Source: an optimization exercise on an open RTL-to-GDS flow (aim: small area and a short achievable clock period). Production flows keep margins and buffers that such runs may drop. Only simulation tests tie the RTL to the original design; equivalence was not proved.

<file path="design/flow/run.sh">
#!/bin/bash
# synth_recipe.tcl (not shown) runs the flow's synth.tcl, then flattens the netlist and writes it again
# the make line also repeats each setting of config.mk as NAME=value (left out here)
make -C /OpenROAD-flow-scripts/flow DESIGN_CONFIG=/design/flow/config.mk WORK_HOME=/design/flow/orfs CLKGATE_MAP_FILE= SYNTH_SCRIPT=/design/flow/synth_recipe.tcl finish
</file>
<file path="design/flow/config.mk">
export PLATFORM = sky130hd
export DESIGN_NAME = SCPU
export DESIGN_NICKNAME = SCPU
export VERILOG_FILES = /design/flow/design.v
export SDC_FILE = /design/flow/constraint.sdc
export NUM_CORES = 8
export LEC_CHECK = 0
export CAP_MARGIN = 20
export CORE_MARGIN = 2
export CORE_UTILIZATION = 40
export SLEW_MARGIN = 20
</file>
<file path="design/flow/constraint.sdc">
create_clock -name core_clock -period 8.0 [get_ports {clk}]
set_input_delay 1.6000 -clock core_clock [delete_from_list [all_inputs] [get_ports {clk}]]
set_output_delay 1.6000 -clock core_clock [all_outputs]
set_load 0.01 [all_outputs]
</file>
<file path="design/flow/design.v">
module SCPU(
    clk,
    rst_n,
    in_valid,
    instruction,
    MEM_out,
    busy,
    out_valid,
    out0,
    out1,
    out2,
    out3,
    out4,
    out5,
    out6,
    out7,
    out8,
    out9,
    out10,
    out11,
    out12,
    out13,
    out14,
    out15,
    WEN,
    ADDR,
    MEM_in
);
input clk, rst_n, in_valid;
input [18:0] instruction;  
output reg busy, out_valid;
output reg signed [15:0] out0, out1, out2, out3, out4, out5, out6, out7, out8, out9, out10, out11, out12, out13, out14, out15;
input signed [15:0] MEM_out;  
output reg WEN;  
output reg signed [15:0] MEM_in;  
output reg [12:0] ADDR;  
reg [18:0] instruction_ff,instruction_ff2;  
reg signed [15:0] rs,rt,rd,rl;  
reg [3:0] func,func_ff;  
reg signed [15:0] rs_ff,rt_ff,rd_ff,rl_ff;  
reg signed [7:0] imm,imm_ff;  
reg signed [31:0] mul,mul_ff;  
reg signed [15:0] data_out,data_out_ff;  
reg signed [15:0] data_out2,data_out2_ff;  
reg WEN_ff; 
reg signed [15:0] MEM_in_ff;
reg [12:0] ADDR_ff;
reg valid_ff,valid_ff2;  
always @(posedge clk or negedge rst_n) begin
	if(!rst_n)begin
		rs <= 0;
		rd <= 0;
		rt <= 0;
		rl <= 0;
		func <= 0;
		imm <= 0;
		instruction_ff <= 0;
		valid_ff <= 0;
	end
	else begin
		valid_ff <= in_valid;
		if(in_valid) begin  
			if(instruction[18:16]==0) begin 
				func <= instruction[3:0] ;
				if( instruction[15:12] == 0 ) rs <= out0;
				else if( instruction[15:12] == 1 ) rs <= out1;
				else if( instruction[15:12] == 2 ) rs <= out2;
				else if( instruction[15:12] == 3 ) rs <= out3;
				else if( instruction[15:12] == 4 ) rs <= out4;
				else if( instruction[15:12] == 5 ) rs <= out5;
				else if( instruction[15:12] == 6 ) rs <= out6;
				else if( instruction[15:12] == 7 ) rs <= out7;
				else if( instruction[15:12] == 8 ) rs <= out8;
				else if( instruction[15:12] == 9 ) rs <= out9;
				else if( instruction[15:12] == 10 ) rs <= out10;
				else if( instruction[15:12] == 11 ) rs <= out11;
				else if( instruction[15:12] == 12 ) rs <= out12;
				else if( instruction[15:12] == 13 ) rs <= out13;
				else if( instruction[15:12] == 14 ) rs <= out14;
				else rs <= out15;
				if( instruction[11:8] == 0 ) rt <= out0;
				else if( instruction[11:8] == 1 ) rt <= out1;
				else if( instruction[11:8] == 2 ) rt <= out2;
				else if( instruction[11:8] == 3 ) rt <= out3;
				else if( instruction[11:8] == 4 ) rt <= out4;
				else if( instruction[11:8] == 5 ) rt <= out5;
				else if( instruction[11:8] == 6 ) rt <= out6;
				else if( instruction[11:8] == 7 ) rt <= out7;
				else if( instruction[11:8] == 8 ) rt <= out8;
				else if( instruction[11:8] == 9 ) rt <= out9;
				else if( instruction[11:8] == 10 ) rt <= out10;
				else if( instruction[11:8] == 11 ) rt <= out11;
				else if( instruction[11:8] == 12 ) rt <= out12;
				else if( instruction[11:8] == 13 ) rt <= out13;
				else if( instruction[11:8] == 14 ) rt <= out14;
				else rt <= out15;
				if( instruction[7:4] == 0 ) rd <= out0;
				else if( instruction[7:4] == 1 ) rd <= out1;
				else if( instruction[7:4] == 2 ) rd <= out2;
				else if( instruction[7:4] == 3 ) rd <= out3;
				else if( instruction[7:4] == 4 ) rd <= out4;
				else if( instruction[7:4] == 5 ) rd <= out5;
				else if( instruction[7:4] == 6 ) rd <= out6;
				else if( instruction[7:4] == 7 ) rd <= out7;
				else if( instruction[7:4] == 8 ) rd <= out8;
				else if( instruction[7:4] == 9 ) rd <= out9;
				else if( instruction[7:4] == 10 ) rd <= out10;
				else if( instruction[7:4] == 11 ) rd <= out11;
				else if( instruction[7:4] == 12 ) rd <= out12;
				else if( instruction[7:4] == 13 ) rd <= out13;
				else if( instruction[7:4] == 14 ) rd <= out14;
				else rd <= out15;
			end
			else if((instruction[18:16]==1)||(instruction[18:16]==2)||(instruction[18:16]==7)) begin 
				if( instruction[15:12] == 0 ) rs <= out0;
				else if( instruction[15:12] == 1 ) rs <= out1;
				else if( instruction[15:12] == 2 ) rs <= out2;
				else if( instruction[15:12] == 3 ) rs <= out3;
				else if( instruction[15:12] == 4 ) rs <= out4;
				else if( instruction[15:12] == 5 ) rs <= out5;
				else if( instruction[15:12] == 6 ) rs <= out6;
				else if( instruction[15:12] == 7 ) rs <= out7;
				else if( instruction[15:12] == 8 ) rs <= out8;
				else if( instruction[15:12] == 9 ) rs <= out9;
				else if( instruction[15:12] == 10 ) rs <= out10;
				else if( instruction[15:12] == 11 ) rs <= out11;
				else if( instruction[15:12] == 12 ) rs <= out12;
				else if( instruction[15:12] == 13 ) rs <= out13;
				else if( instruction[15:12] == 14 ) rs <= out14;
				else rs <= out15;
				if( instruction[11:8] == 0 ) rt <= out0;
				else if( instruction[11:8] == 1 ) rt <= out1;
				else if( instruction[11:8] == 2 ) rt <= out2;
				else if( instruction[11:8] == 3 ) rt <= out3;
				else if( instruction[11:8] == 4 ) rt <= out4;
				else if( instruction[11:8] == 5 ) rt <= out5;
				else if( instruction[11:8] == 6 ) rt <= out6;
				else if( instruction[11:8] == 7 ) rt <= out7;
				else if( instruction[11:8] == 8 ) rt <= out8;
				else if( instruction[11:8] == 9 ) rt <= out9;
				else if( instruction[11:8] == 10 ) rt <= out10;
				else if( instruction[11:8] == 11 ) rt <= out11;
				else if( instruction[11:8] == 12 ) rt <= out12;
				else if( instruction[11:8] == 13 ) rt <= out13;
				else if( instruction[11:8] == 14 ) rt <= out14;
				else rt <= out15;
				if( instruction[7:4] == 0 ) rd <= out0;
				else if( instruction[7:4] == 1 ) rd <= out1;
				else if( instruction[7:4] == 2 ) rd <= out2;
				else if( instruction[7:4] == 3 ) rd <= out3;
				else if( instruction[7:4] == 4 ) rd <= out4;
				else if( instruction[7:4] == 5 ) rd <= out5;
				else if( instruction[7:4] == 6 ) rd <= out6;
				else if( instruction[7:4] == 7 ) rd <= out7;
				else if( instruction[7:4] == 8 ) rd <= out8;
				else if( instruction[7:4] == 9 ) rd <= out9;
				else if( instruction[7:4] == 10 ) rd <= out10;
				else if( instruction[7:4] == 11 ) rd <= out11;
				else if( instruction[7:4] == 12 ) rd <= out12;
				else if( instruction[7:4] == 13 ) rd <= out13;
				else if( instruction[7:4] == 14 ) rd <= out14;
				else rd <= out15;
				if( instruction[3:0] == 0 ) rl <= out0;
				else if( instruction[3:0] == 1 ) rl <= out1;
				else if( instruction[3:0] == 2 ) rl <= out2;
				else if( instruction[3:0] == 3 ) rl <= out3;
				else if( instruction[3:0] == 4 ) rl <= out4;
				else if( instruction[3:0] == 5 ) rl <= out5;
				else if( instruction[3:0] == 6 ) rl <= out6;
				else if( instruction[3:0] == 7 ) rl <= out7;
				else if( instruction[3:0] == 8 ) rl <= out8;
				else if( instruction[3:0] == 9 ) rl <= out9;
				else if( instruction[3:0] == 10 ) rl <= out10;
				else if( instruction[3:0] == 11 ) rl <= out11;
				else if( instruction[3:0] == 12 ) rl <= out12;
				else if( instruction[3:0] == 13 ) rl <= out13;
				else if( instruction[3:0] == 14 ) rl <= out14;
				else rl <= out15;
			end
			else if((instruction[18:16]==3)||(instruction[18:16]==4)||(instruction[18:16]==5)||(instruction[18:16]==6)) begin
				imm <= instruction[7:0] ;
				if( instruction[15:12] == 0 ) rs <= out0;
				else if( instruction[15:12] == 1 ) rs <= out1;
				else if( instruction[15:12] == 2 ) rs <= out2;
				else if( instruction[15:12] == 3 ) rs <= out3;
				else if( instruction[15:12] == 4 ) rs <= out4;
				else if( instruction[15:12] == 5 ) rs <= out5;
				else if( instruction[15:12] == 6 ) rs <= out6;
				else if( instruction[15:12] == 7 ) rs <= out7;
				else if( instruction[15:12] == 8 ) rs <= out8;
				else if( instruction[15:12] == 9 ) rs <= out9;
				else if( instruction[15:12] == 10 ) rs <= out10;
				else if( instruction[15:12] == 11 ) rs <= out11;
				else if( instruction[15:12] == 12 ) rs <= out12;
				else if( instruction[15:12] == 13 ) rs <= out13;
				else if( instruction[15:12] == 14 ) rs <= out14;
				else rs <= out15;
				if( instruction[11:8] == 0 ) rt <= out0;
				else if( instruction[11:8] == 1 ) rt <= out1;
				else if( instruction[11:8] == 2 ) rt <= out2;
				else if( instruction[11:8] == 3 ) rt <= out3;
				else if( instruction[11:8] == 4 ) rt <= out4;
				else if( instruction[11:8] == 5 ) rt <= out5;
				else if( instruction[11:8] == 6 ) rt <= out6;
				else if( instruction[11:8] == 7 ) rt <= out7;
				else if( instruction[11:8] == 8 ) rt <= out8;
				else if( instruction[11:8] == 9 ) rt <= out9;
				else if( instruction[11:8] == 10 ) rt <= out10;
				else if( instruction[11:8] == 11 ) rt <= out11;
				else if( instruction[11:8] == 12 ) rt <= out12;
				else if( instruction[11:8] == 13 ) rt <= out13;
				else if( instruction[11:8] == 14 ) rt <= out14;
				else rt <= out15;
			end
			else begin
				rs <= 0;
				rt <= 0;
				rd <= 0;
				rl <= 0;
				func <= 0;
				imm <= 0;
			end
			instruction_ff <= instruction ;  
		end
	end
end
always @(posedge clk) begin
	rs_ff <= rs;
	rt_ff <= rt;
	instruction_ff2 <= instruction_ff ;
end
always @(posedge clk or negedge rst_n) begin
	if(!rst_n) valid_ff2 <= 0;
	else valid_ff2 <= valid_ff;
end
always @ (*) begin
	data_out = 0;
	data_out2 = 0;
	mul = 0;
	WEN = 1;
	ADDR = rs[12:0] + imm;
	MEM_in = rt;
	if(instruction_ff[18:16]==0) begin
		case(func) 
			3'b000:		data_out= rs & rt ;    
			3'b001 : 	data_out = rs | rt ;   
			3'b010 : 	data_out = rs ^ rt ;   
			3'b011 :	data_out = rs + rt ;   
			3'b100 :	data_out = rs - rt ;   
		endcase
	end
	else if(instruction_ff[18:16]==1) begin 
		mul = rs * rt;
	end
	else if(instruction_ff[18:16]==2) begin 
		if(rs==rt) begin
			data_out = 1;
			data_out2 = 0;
		end
		else begin
			data_out = 0;
			data_out2 = 1;
		end
	end
	else if(instruction_ff[18:16]==3) begin
		data_out = rs + imm ;
	end
	else if(instruction_ff[18:16]==4) begin
		data_out = rs - imm ;
	end
	if(instruction_ff[18:16]==5) begin
		WEN = !valid_ff;  
		ADDR = rs[12:0] + imm;
		MEM_in = rt;
	end
	else if(instruction_ff[18:16]==6) begin
		WEN = 1;  
		ADDR = rs[12:0] + imm;
	end
	else if(instruction_ff[18:16]==7) begin
		if(rs<rt) begin
			data_out = 1;  
			data_out2 = 0;  
		end
		else begin
			data_out = 0;   
			data_out2 = 1;   
		end
	end
end
always @(posedge clk or negedge rst_n) begin
	if(!rst_n)begin
		out0 <= 0;
		out1 <= 0;
		out2 <= 0;
		out3 <= 0;
		out4 <= 0;
		out5 <= 0;
		out6 <= 0;
		out7 <= 0;
		out8 <= 0;
		out9 <= 0;
		out10 <= 0;
		out11 <= 0;
		out12 <= 0;
		out13 <= 0;
		out14 <= 0;
		out15 <= 0;
		out_valid <= 0;
		busy <= 0;
	end
	else begin
		if(!valid_ff2) begin
			out_valid <= 0;
		end
		else if(instruction_ff2[18:16]==0) begin
			out_valid <= 1;  
			if( instruction_ff2[7:4] == 0 ) out0 <= data_out_ff;
			else if( instruction_ff2[7:4] == 1 ) out1 <= data_out_ff;
			else if( instruction_ff2[7:4] == 2 ) out2 <= data_out_ff;
			else if( instruction_ff2[7:4] == 3 ) out3 <= data_out_ff;
			else if( instruction_ff2[7:4] == 4 ) out4 <= data_out_ff;
			else if( instruction_ff2[7:4] == 5 ) out5 <= data_out_ff;
			else if( instruction_ff2[7:4] == 6 ) out6 <= data_out_ff;
			else if( instruction_ff2[7:4] == 7 ) out7 <= data_out_ff;
			else if( instruction_ff2[7:4] == 8 ) out8 <= data_out_ff;
			else if( instruction_ff2[7:4] == 9 ) out9 <= data_out_ff;
			else if( instruction_ff2[7:4] == 10 ) out10 <= data_out_ff;
			else if( instruction_ff2[7:4] == 11 ) out11 <= data_out_ff;
			else if( instruction_ff2[7:4] == 12 ) out12 <= data_out_ff;
			else if( instruction_ff2[7:4] == 13 ) out13 <= data_out_ff;
			else if( instruction_ff2[7:4] == 14 ) out14 <= data_out_ff;
			else out15 <= data_out_ff;
		end
		else if(instruction_ff2[18:16]==1) begin 
			out_valid <= 1;
			if( instruction_ff2[7:4] == 0 ) out0 <= mul_ff[31:16];
			else if( instruction_ff2[7:4] == 1 ) out1 <= mul_ff[31:16];
			else if( instruction_ff2[7:4] == 2 ) out2 <= mul_ff[31:16];
			else if( instruction_ff2[7:4] == 3 ) out3 <= mul_ff[31:16];
			else if( instruction_ff2[7:4] == 4 ) out4 <= mul_ff[31:16];
			else if( instruction_ff2[7:4] == 5 ) out5 <= mul_ff[31:16];
			else if( instruction_ff2[7:4] == 6 ) out6 <= mul_ff[31:16];
			else if( instruction_ff2[7:4] == 7 ) out7 <= mul_ff[31:16];
			else if( instruction_ff2[7:4] == 8 ) out8 <= mul_ff[31:16];
			else if( instruction_ff2[7:4] == 9 ) out9 <= mul_ff[31:16];
			else if( instruction_ff2[7:4] == 10 ) out10 <= mul_ff[31:16];
			else if( instruction_ff2[7:4] == 11 ) out11 <= mul_ff[31:16];
			else if( instruction_ff2[7:4] == 12 ) out12 <= mul_ff[31:16];
			else if( instruction_ff2[7:4] == 13 ) out13 <= mul_ff[31:16];
			else if( instruction_ff2[7:4] == 14 ) out14 <= mul_ff[31:16];
			else out15 <= mul_ff[31:16];
			if( instruction_ff2[3:0] == 0 ) out0 <= mul_ff[15:0];
			else if( instruction_ff2[3:0] == 1 ) out1 <= mul_ff[15:0];
			else if( instruction_ff2[3:0] == 2 ) out2 <= mul_ff[15:0];
			else if( instruction_ff2[3:0] == 3 ) out3 <= mul_ff[15:0];
			else if( instruction_ff2[3:0] == 4 ) out4 <= mul_ff[15:0];
			else if( instruction_ff2[3:0] == 5 ) out5 <= mul_ff[15:0];
			else if( instruction_ff2[3:0] == 6 ) out6 <= mul_ff[15:0];
			else if( instruction_ff2[3:0] == 7 ) out7 <= mul_ff[15:0];
			else if( instruction_ff2[3:0] == 8 ) out8 <= mul_ff[15:0];
			else if( instruction_ff2[3:0] == 9 ) out9 <= mul_ff[15:0];
			else if( instruction_ff2[3:0] == 10 ) out10 <= mul_ff[15:0];
			else if( instruction_ff2[3:0] == 11 ) out11 <= mul_ff[15:0];
			else if( instruction_ff2[3:0] == 12 ) out12 <= mul_ff[15:0];
			else if( instruction_ff2[3:0] == 13 ) out13 <= mul_ff[15:0];
			else if( instruction_ff2[3:0] == 14 ) out14 <= mul_ff[15:0];
			else out15 <= mul_ff[15:0];
		end
		else if(instruction_ff2[18:16]==2) begin
			out_valid <= 1;
			if( instruction_ff2[7:4] == 0 ) out0 <= data_out_ff;
			else if( instruction_ff2[7:4] == 1 ) out1 <= data_out_ff;
			else if( instruction_ff2[7:4] == 2 ) out2 <= data_out_ff;
			else if( instruction_ff2[7:4] == 3 ) out3 <= data_out_ff;
			else if( instruction_ff2[7:4] == 4 ) out4 <= data_out_ff;
			else if( instruction_ff2[7:4] == 5 ) out5 <= data_out_ff;
			else if( instruction_ff2[7:4] == 6 ) out6 <= data_out_ff;
			else if( instruction_ff2[7:4] == 7 ) out7 <= data_out_ff;
			else if( instruction_ff2[7:4] == 8 ) out8 <= data_out_ff;
			else if( instruction_ff2[7:4] == 9 ) out9 <= data_out_ff;
			else if( instruction_ff2[7:4] == 10 ) out10 <= data_out_ff;
			else if( instruction_ff2[7:4] == 11 ) out11 <= data_out_ff;
			else if( instruction_ff2[7:4] == 12 ) out12 <= data_out_ff;
			else if( instruction_ff2[7:4] == 13 ) out13 <= data_out_ff;
			else if( instruction_ff2[7:4] == 14 ) out14 <= data_out_ff;
			else out15 <= data_out_ff;
			if( instruction_ff2[3:0] == 0 ) out0 <= data_out2_ff;
			else if( instruction_ff2[3:0] == 1 ) out1 <= data_out2_ff;
			else if( instruction_ff2[3:0] == 2 ) out2 <= data_out2_ff;
			else if( instruction_ff2[3:0] == 3 ) out3 <= data_out2_ff;
			else if( instruction_ff2[3:0] == 4 ) out4 <= data_out2_ff;
			else if( instruction_ff2[3:0] == 5 ) out5 <= data_out2_ff;
			else if( instruction_ff2[3:0] == 6 ) out6 <= data_out2_ff;
			else if( instruction_ff2[3:0] == 7 ) out7 <= data_out2_ff;
			else if( instruction_ff2[3:0] == 8 ) out8 <= data_out2_ff;
			else if( instruction_ff2[3:0] == 9 ) out9 <= data_out2_ff;
			else if( instruction_ff2[3:0] == 10 ) out10 <= data_out2_ff;
			else if( instruction_ff2[3:0] == 11 ) out11 <= data_out2_ff;
			else if( instruction_ff2[3:0] == 12 ) out12 <= data_out2_ff;
			else if( instruction_ff2[3:0] == 13 ) out13 <= data_out2_ff;
			else if( instruction_ff2[3:0] == 14 ) out14 <= data_out2_ff;
			else out15 <= data_out2_ff;
		end
		else if(instruction_ff2[18:16]==7) begin
			out_valid <= 1;
			if( instruction_ff2[7:4] == 0 ) out0 <= data_out_ff;
			else if( instruction_ff2[7:4] == 1 ) out1 <= data_out_ff;
			else if( instruction_ff2[7:4] == 2 ) out2 <= data_out_ff;
			else if( instruction_ff2[7:4] == 3 ) out3 <= data_out_ff;
			else if( instruction_ff2[7:4] == 4 ) out4 <= data_out_ff;
			else if( instruction_ff2[7:4] == 5 ) out5 <= data_out_ff;
			else if( instruction_ff2[7:4] == 6 ) out6 <= data_out_ff;
			else if( instruction_ff2[7:4] == 7 ) out7 <= data_out_ff;
			else if( instruction_ff2[7:4] == 8 ) out8 <= data_out_ff;
			else if( instruction_ff2[7:4] == 9 ) out9 <= data_out_ff;
			else if( instruction_ff2[7:4] == 10 ) out10 <= data_out_ff;
			else if( instruction_ff2[7:4] == 11 ) out11 <= data_out_ff;
			else if( instruction_ff2[7:4] == 12 ) out12 <= data_out_ff;
			else if( instruction_ff2[7:4] == 13 ) out13 <= data_out_ff;
			else if( instruction_ff2[7:4] == 14 ) out14 <= data_out_ff;
			else out15 <= data_out_ff;
			if( instruction_ff2[3:0] == 0 ) out0 <= data_out2_ff;
			else if( instruction_ff2[3:0] == 1 ) out1 <= data_out2_ff;
			else if( instruction_ff2[3:0] == 2 ) out2 <= data_out2_ff;
			else if( instruction_ff2[3:0] == 3 ) out3 <= data_out2_ff;
			else if( instruction_ff2[3:0] == 4 ) out4 <= data_out2_ff;
			else if( instruction_ff2[3:0] == 5 ) out5 <= data_out2_ff;
			else if( instruction_ff2[3:0] == 6 ) out6 <= data_out2_ff;
			else if( instruction_ff2[3:0] == 7 ) out7 <= data_out2_ff;
			else if( instruction_ff2[3:0] == 8 ) out8 <= data_out2_ff;
			else if( instruction_ff2[3:0] == 9 ) out9 <= data_out2_ff;
			else if( instruction_ff2[3:0] == 10 ) out10 <= data_out2_ff;
			else if( instruction_ff2[3:0] == 11 ) out11 <= data_out2_ff;
			else if( instruction_ff2[3:0] == 12 ) out12 <= data_out2_ff;
			else if( instruction_ff2[3:0] == 13 ) out13 <= data_out2_ff;
			else if( instruction_ff2[3:0] == 14 ) out14 <= data_out2_ff;
			else out15 <= data_out2_ff;
		end
		else if(instruction_ff2[18:16]==3) begin
			out_valid <= 1;
			if( instruction_ff2[11:8] == 0 ) out0 <= data_out_ff;
			else if( instruction_ff2[11:8] == 1 ) out1 <= data_out_ff;
			else if( instruction_ff2[11:8] == 2 ) out2 <= data_out_ff;
			else if( instruction_ff2[11:8] == 3 ) out3 <= data_out_ff;
			else if( instruction_ff2[11:8] == 4 ) out4 <= data_out_ff;
			else if( instruction_ff2[11:8] == 5 ) out5 <= data_out_ff;
			else if( instruction_ff2[11:8] == 6 ) out6 <= data_out_ff;
			else if( instruction_ff2[11:8] == 7 ) out7 <= data_out_ff;
			else if( instruction_ff2[11:8] == 8 ) out8 <= data_out_ff;
			else if( instruction_ff2[11:8] == 9 ) out9 <= data_out_ff;
			else if( instruction_ff2[11:8] == 10 ) out10 <= data_out_ff;
			else if( instruction_ff2[11:8] == 11 ) out11 <= data_out_ff;
			else if( instruction_ff2[11:8] == 12 ) out12 <= data_out_ff;
			else if( instruction_ff2[11:8] == 13 ) out13 <= data_out_ff;
			else if( instruction_ff2[11:8] == 14 ) out14 <= data_out_ff;
			else out15 <= data_out_ff;
		end
		else if(instruction_ff2[18:16]==4) begin
			out_valid <= 1;
			if( instruction_ff2[11:8] == 0 ) out0 <= data_out_ff;
			else if( instruction_ff2[11:8] == 1 ) out1 <= data_out_ff;
			else if( instruction_ff2[11:8] == 2 ) out2 <= data_out_ff;
			else if( instruction_ff2[11:8] == 3 ) out3 <= data_out_ff;
			else if( instruction_ff2[11:8] == 4 ) out4 <= data_out_ff;
			else if( instruction_ff2[11:8] == 5 ) out5 <= data_out_ff;
			else if( instruction_ff2[11:8] == 6 ) out6 <= data_out_ff;
			else if( instruction_ff2[11:8] == 7 ) out7 <= data_out_ff;
			else if( instruction_ff2[11:8] == 8 ) out8 <= data_out_ff;
			else if( instruction_ff2[11:8] == 9 ) out9 <= data_out_ff;
			else if( instruction_ff2[11:8] == 10 ) out10 <= data_out_ff;
			else if( instruction_ff2[11:8] == 11 ) out11 <= data_out_ff;
			else if( instruction_ff2[11:8] == 12 ) out12 <= data_out_ff;
			else if( instruction_ff2[11:8] == 13 ) out13 <= data_out_ff;
			else if( instruction_ff2[11:8] == 14 ) out14 <= data_out_ff;
			else out15 <= data_out_ff;
		end
		else if(instruction_ff2[18:16]==5) begin
			out_valid <= 1;
		end
		else if(instruction_ff2[18:16]==6) begin
			out_valid <= 1;
			if( instruction_ff2[11:8] == 0 ) out0 <= MEM_out;
			else if( instruction_ff2[11:8] == 1 ) out1 <= MEM_out;
			else if( instruction_ff2[11:8] == 2 ) out2 <= MEM_out;
			else if( instruction_ff2[11:8] == 3 ) out3 <= MEM_out;
			else if( instruction_ff2[11:8] == 4 ) out4 <= MEM_out;
			else if( instruction_ff2[11:8] == 5 ) out5 <= MEM_out;
			else if( instruction_ff2[11:8] == 6 ) out6 <= MEM_out;
			else if( instruction_ff2[11:8] == 7 ) out7 <= MEM_out;
			else if( instruction_ff2[11:8] == 8 ) out8 <= MEM_out;
			else if( instruction_ff2[11:8] == 9 ) out9 <= MEM_out;
			else if( instruction_ff2[11:8] == 10 ) out10 <= MEM_out;
			else if( instruction_ff2[11:8] == 11 ) out11 <= MEM_out;
			else if( instruction_ff2[11:8] == 12 ) out12 <= MEM_out;
			else if( instruction_ff2[11:8] == 13 ) out13 <= MEM_out;
			else if( instruction_ff2[11:8] == 14 ) out14 <= MEM_out;
			else out15 <= MEM_out;
		end
	end
end
always @(posedge clk) begin
	data_out_ff <= data_out;
	data_out2_ff <= data_out2;
	mul_ff <= mul;
end
endmodule
</file>
==> run summary <==
==> worst register-to-register path: stages, from the launching register on <==
cell and delay [ns]:
dfrtp_1 0.89, clkinv_1 0.68, nor2_1 0.30, fa_1 0.45
inv_1 0.10, fa_1 0.41, fa_1 0.46, fa_1 0.52
fa_1 0.44, fa_1 0.49, inv_1 0.04, ha_1 0.38
nand3_1 0.14, nor3_1 0.24, or4b_1 0.56, a21oi_1 0.25
o31ai_1 0.14, a21oi_1 0.18, o21a_1 0.14, nor3_2 0.04
==> cells in the mapped netlist (30+ instances only) <==
library cell  instances  share of area [%]
a21o_1               33               0.53
dfrtp_1             318                 17
mux2i_1              52                1.1
nand2b_1             35               0.47
xnor2_1              41               0.77
mux4_2               35                1.7
o221ai_1             30               0.56
o22ai_1              74               0.99
nor2_1              627                5.0
nand2_1            1654                 13
inv_1               384                3.1
dfxtp_1              64                2.7
nor2b_1              35               0.47
a21oi_1             476                5.1
buf_2               138                1.5
a311oi_1            120                2.2
clkbuf_1            385                3.1
ha_1                161                4.3
o21ai_0             389                4.2
buf_1                46               0.37
nand3_1              76               0.81
a221oi_1            127                2.4
o211ai_1             34               0.54
nor3_1              146                1.6
a31oi_1             393                5.2
o21ai_1              58               0.62
mux2_2               68                1.6
fa_1                266                 11
==> placed cells by master (no fill, tap or decap), drive strengths merged, types with 69 or more instances in the layout <==
| cell | netlist | routed |
|---|---|---|
| mux2 | 69 | 69 |
| clkbuf | 388 | 71 |
| a311oi | 120 | 120 |
| nor2 | 630 | 630 |
| nor3 | 155 | 155 |
| a31oi | 393 | 393 |
| fa | 266 | 266 |
| nand2 | 1658 | 1658 |
| o22ai | 75 | 75 |
| dfrtp | 318 | 318 |
| buf | 217 | 194 |
| o21ai | 460 | 460 |
| a21oi | 484 | 484 |
| inv | 388 | 391 |
| clkdlybuf4s50 | 0 | 315 |
| a221oi | 129 | 129 |
| nand3 | 76 | 76 |
| ha | 161 | 161 |
==> final cells by class <==
type / instances / share of cell area, %
clock inverter: 31 / 0.5668
antenna: 47 / 0.2211
multi-input combinational: 5303 / 63.60
clock buffer: 70 / 2.904
timing repair buffer: 510 / 8.845
inverter: 402 / 2.836
sequential: 382 / 17.45
tap: 1524 / 3.584
==> state kept, by name, indices dropped and copies added (netlist names), 16 cells and up <==
register / count
out14: 16
out11: 16
out15: 16
rs: 16
out1: 16
out2: 16
out5: 16
mul_ff: 32
out13: 16
data_out_ff: 16
out3: 16
out0: 16
out10: 16
out4: 16
rt: 16
out7: 16
out12: 16
out9: 16
out6: 16
out8: 16
==> metal layers <==
metal  vias up  GRT usage (%)  share of wire (%)
met2      5510          64.02                 37
met4        36          35.71                8.8
met3      1408          24.48                 17
li1      23240              -                  -
met1     27750          64.49                 37
met5         -          2.561               0.22
==> worst max-delay path by stage <==
stage | from | to | slack, ns | depth (start not counted)
after floorplan | rt[3] | mul_ff[28] | 1.99 | 21
after global placement | rt[3] | mul_ff[28] | 1.22 | 20
after detailed placement | rs[9] | mul_ff[30] | 1.18 | 19
after CTS | rs[9] | mul_ff[30] | 1.15 | 19
after global routing | rs[9] | mul_ff[30] | 0.63 | 19
final | rs[9] | mul_ff[30] | 1.00 | 19
==> kinds of logic (layout without fill, tap and decap cells) <==
group	count (synthesis)	in the layout
buffers and inverters	1007	1013
xor gates and xnor gates	60	60
adders and majority gates	427	427
other	1	48
AOI/OAI and AO/OA	1984	1984
and+or+nand+nor	2675	2675
DFF	382	382
muxes	156	156
==> metrics.md <==
| Metric | Value |
|---|---|
| Dpl cells | `8,115` |
| Share of cells above drive strength 1 | `8.286%` |
| Seq/Total Area, Yosys | `19.69%` |
| Die H | `346.5 um` |
| Area delta synth->final | `13.42%` |
| Slew Viols, Final | `0` |
| Xor and xnor fraction of the mapped netlist area | `1.120%` |
| Hold WS | `0.3683 ns` |
| WP data arrival | `7.55 ns` |
| Hpwl dp | `209,000 um` |
| R2R Path Start | `rs[9]` |
| R2r endpoint | `mul_ff[30]` |
| PortBufs | `324` |
| DRT Pass-1 Iters | `12` |
| Sink Count | `382` |
| Post-synthesis net count | `7,157` |
| Register area | `9281 um2` |
| Post-Synth Adder-Cell Area | `15.65%` |
| Die Area | `120,000 um2` |
| Initial Util | `40.37%` |
| Worst skew pair latency | `0.70 ns` |
| Outcome | `complete, no violations` |
| Endpoints failing hold | `0` |
| Routed wire length | `310,000 um` |
| Crit path kind | `flip-flop to flip-flop` |
| Slew HR | `5.665%` |
| Period minus WS final | `6.999 ns` |
| H-tree depth | `2` |
| Max stage delay cell, worst path | `dfrtp_1` |
| DP Area | `51,100 um2` |
| Synth Area in Compound Gates | `27.16%` |
| Num ports | `326` |
| Async SR Flop Fraction | `83.25%` |
| Placer's final routability congestion estimate | `1.076` |
| Setup TNS | `0 ns` |
| Post-route insts no fill | `8,269` |
| Crit-path max FO | `17` |
| Clk pin slew, worst setup/hold paths | `0.07 ns` |
| Top delay family on crit path | `adder cells` |
| Instance count of the mapped netlist | `6,692` |
| Post-CTS Repair Setup Buffers | `0` |
| Netlist cell types | `112` |
| CP bufs+invs | `3` |
| Hold path startpoint | `instruction_ff[2]` |
| DRT iter0 DRCs | `11,170` |
| Tightest Pin Transition | `1.413 ns` |
| Initial antenna violation count | `41` |
| Register bit total from synthesis | `382` |
| First-pass GRT wire length | `424,900 um` |
| Clock Tree Root | `clkbuf_16` |
| Synthesis Warnings | `1` |
| Hold Buf Count CTS | `0` |
| Top_reg_cell synth | `dfrtp_1` |
| Die width | `346.5 um` |
| Worst R2R Setup Slack | `1.00 ns` |
| Residual DRC | `0` |
| Cell mode on critical path | `fa_1` |
| Num rows | `125` |
| Fillers | `11,670` |
| Final core utilization | `45.78%` |
| DR vias/cell | `7.007` |
| Post-place setup slack | `1.181 ns` |
| Clock buffer depth | `3` |
| Period Utilization, post-route | `87.49%` |
| Grt total ovfl | `0` |
| CP peak stage delay | `0.89 ns` |
| Worst hold path type | `flip-flop to flip-flop` |
| Hold Path Cell Cnt | `0` |
| Post-Synth Simple-Gate Area | `23.19%` |
| Worst Reg2Reg Path Length in Cells | `19` |
| Setup crit end kind | `flip-flop` |
| Design area | `53,200 um2` |
| Final nets | `7,118` |
| Mean routed wirelength per cell | `37.49 um` |
| GR Util All Layers | `50.20%` |
| Cts bufs inserted | `54` |
| Hold EP | `instruction_ff2[2]` |
| Fmax | `142.9 MHz` |
| PostCTS Resize Cnt | `0` |
| Startpoint types | `flip-flop` |
| Final setup violation count | `0` |
| Clock Skews | `0.04582 ns` |
| Largest net degree at the start of global routing | `96` |
| Core box area | `116,200 um2` |
| Post-synthesis mux area share | `4.446%` |
| Max cap viols | `0` |
| Cell Chain, Critical Path | `clkinv_1, nor2_1, fa_1, inv_1, fa_1, fa_1, fa_1, fa_1, fa_1, inv_1, ha_1, nand3_1, nor3_1, or4b_1, a21oi_1, o31ai_1, a21oi_1, o21a_1, nor3_2` |
| Setup ws final | `1.001 ns` |
| Req. time, crit path | `8.56 ns` |
| Multi-input logic area | `33,840 um2` |
| Syn avg cell area | `7.010 um2` |
| CTS tree | `yes` |
| Post-Syn Area | `46,910 um2` |
| Vias in the first global route | `52,000` |
| Number of synthesized flops with an enable pin | `0` |
| Via count | `57,940` |
| Main combinational cell family by area after synthesis | `compound AO/OA/AOI/OAI gates` |
| Post-route antenna net violation count | `0` |
| Unrepaired setup endpoints after global routing | `no` |

-- re-timing with driven ports --
The results above use ideal ports. As a check the final layout listed here was re-extracted and re-timed, cells and wires unchanged.
Step 1: set_driving_cell puts a clkbuf_16 on clk and a buf_2 on each other input, an assumption about the parent block.
Step 2 times the ports against the registers' clock, not the clock port: input delays grow and output delays shrink by t, the midpoint of the rising clock arrivals with the driver on.
a / b / c = ideal / step 1 / step 2; a / b = the first two.
t, ns: 0.753
slack for setup (ns): 1.001 / 1.001 / 1.001
cell pins on the clock port's net: 1
After both steps this run still meets setup and hold. For this run, drivers alone change the setup slack by 0.000 ns; drivers and shift together by 0.000 ns.
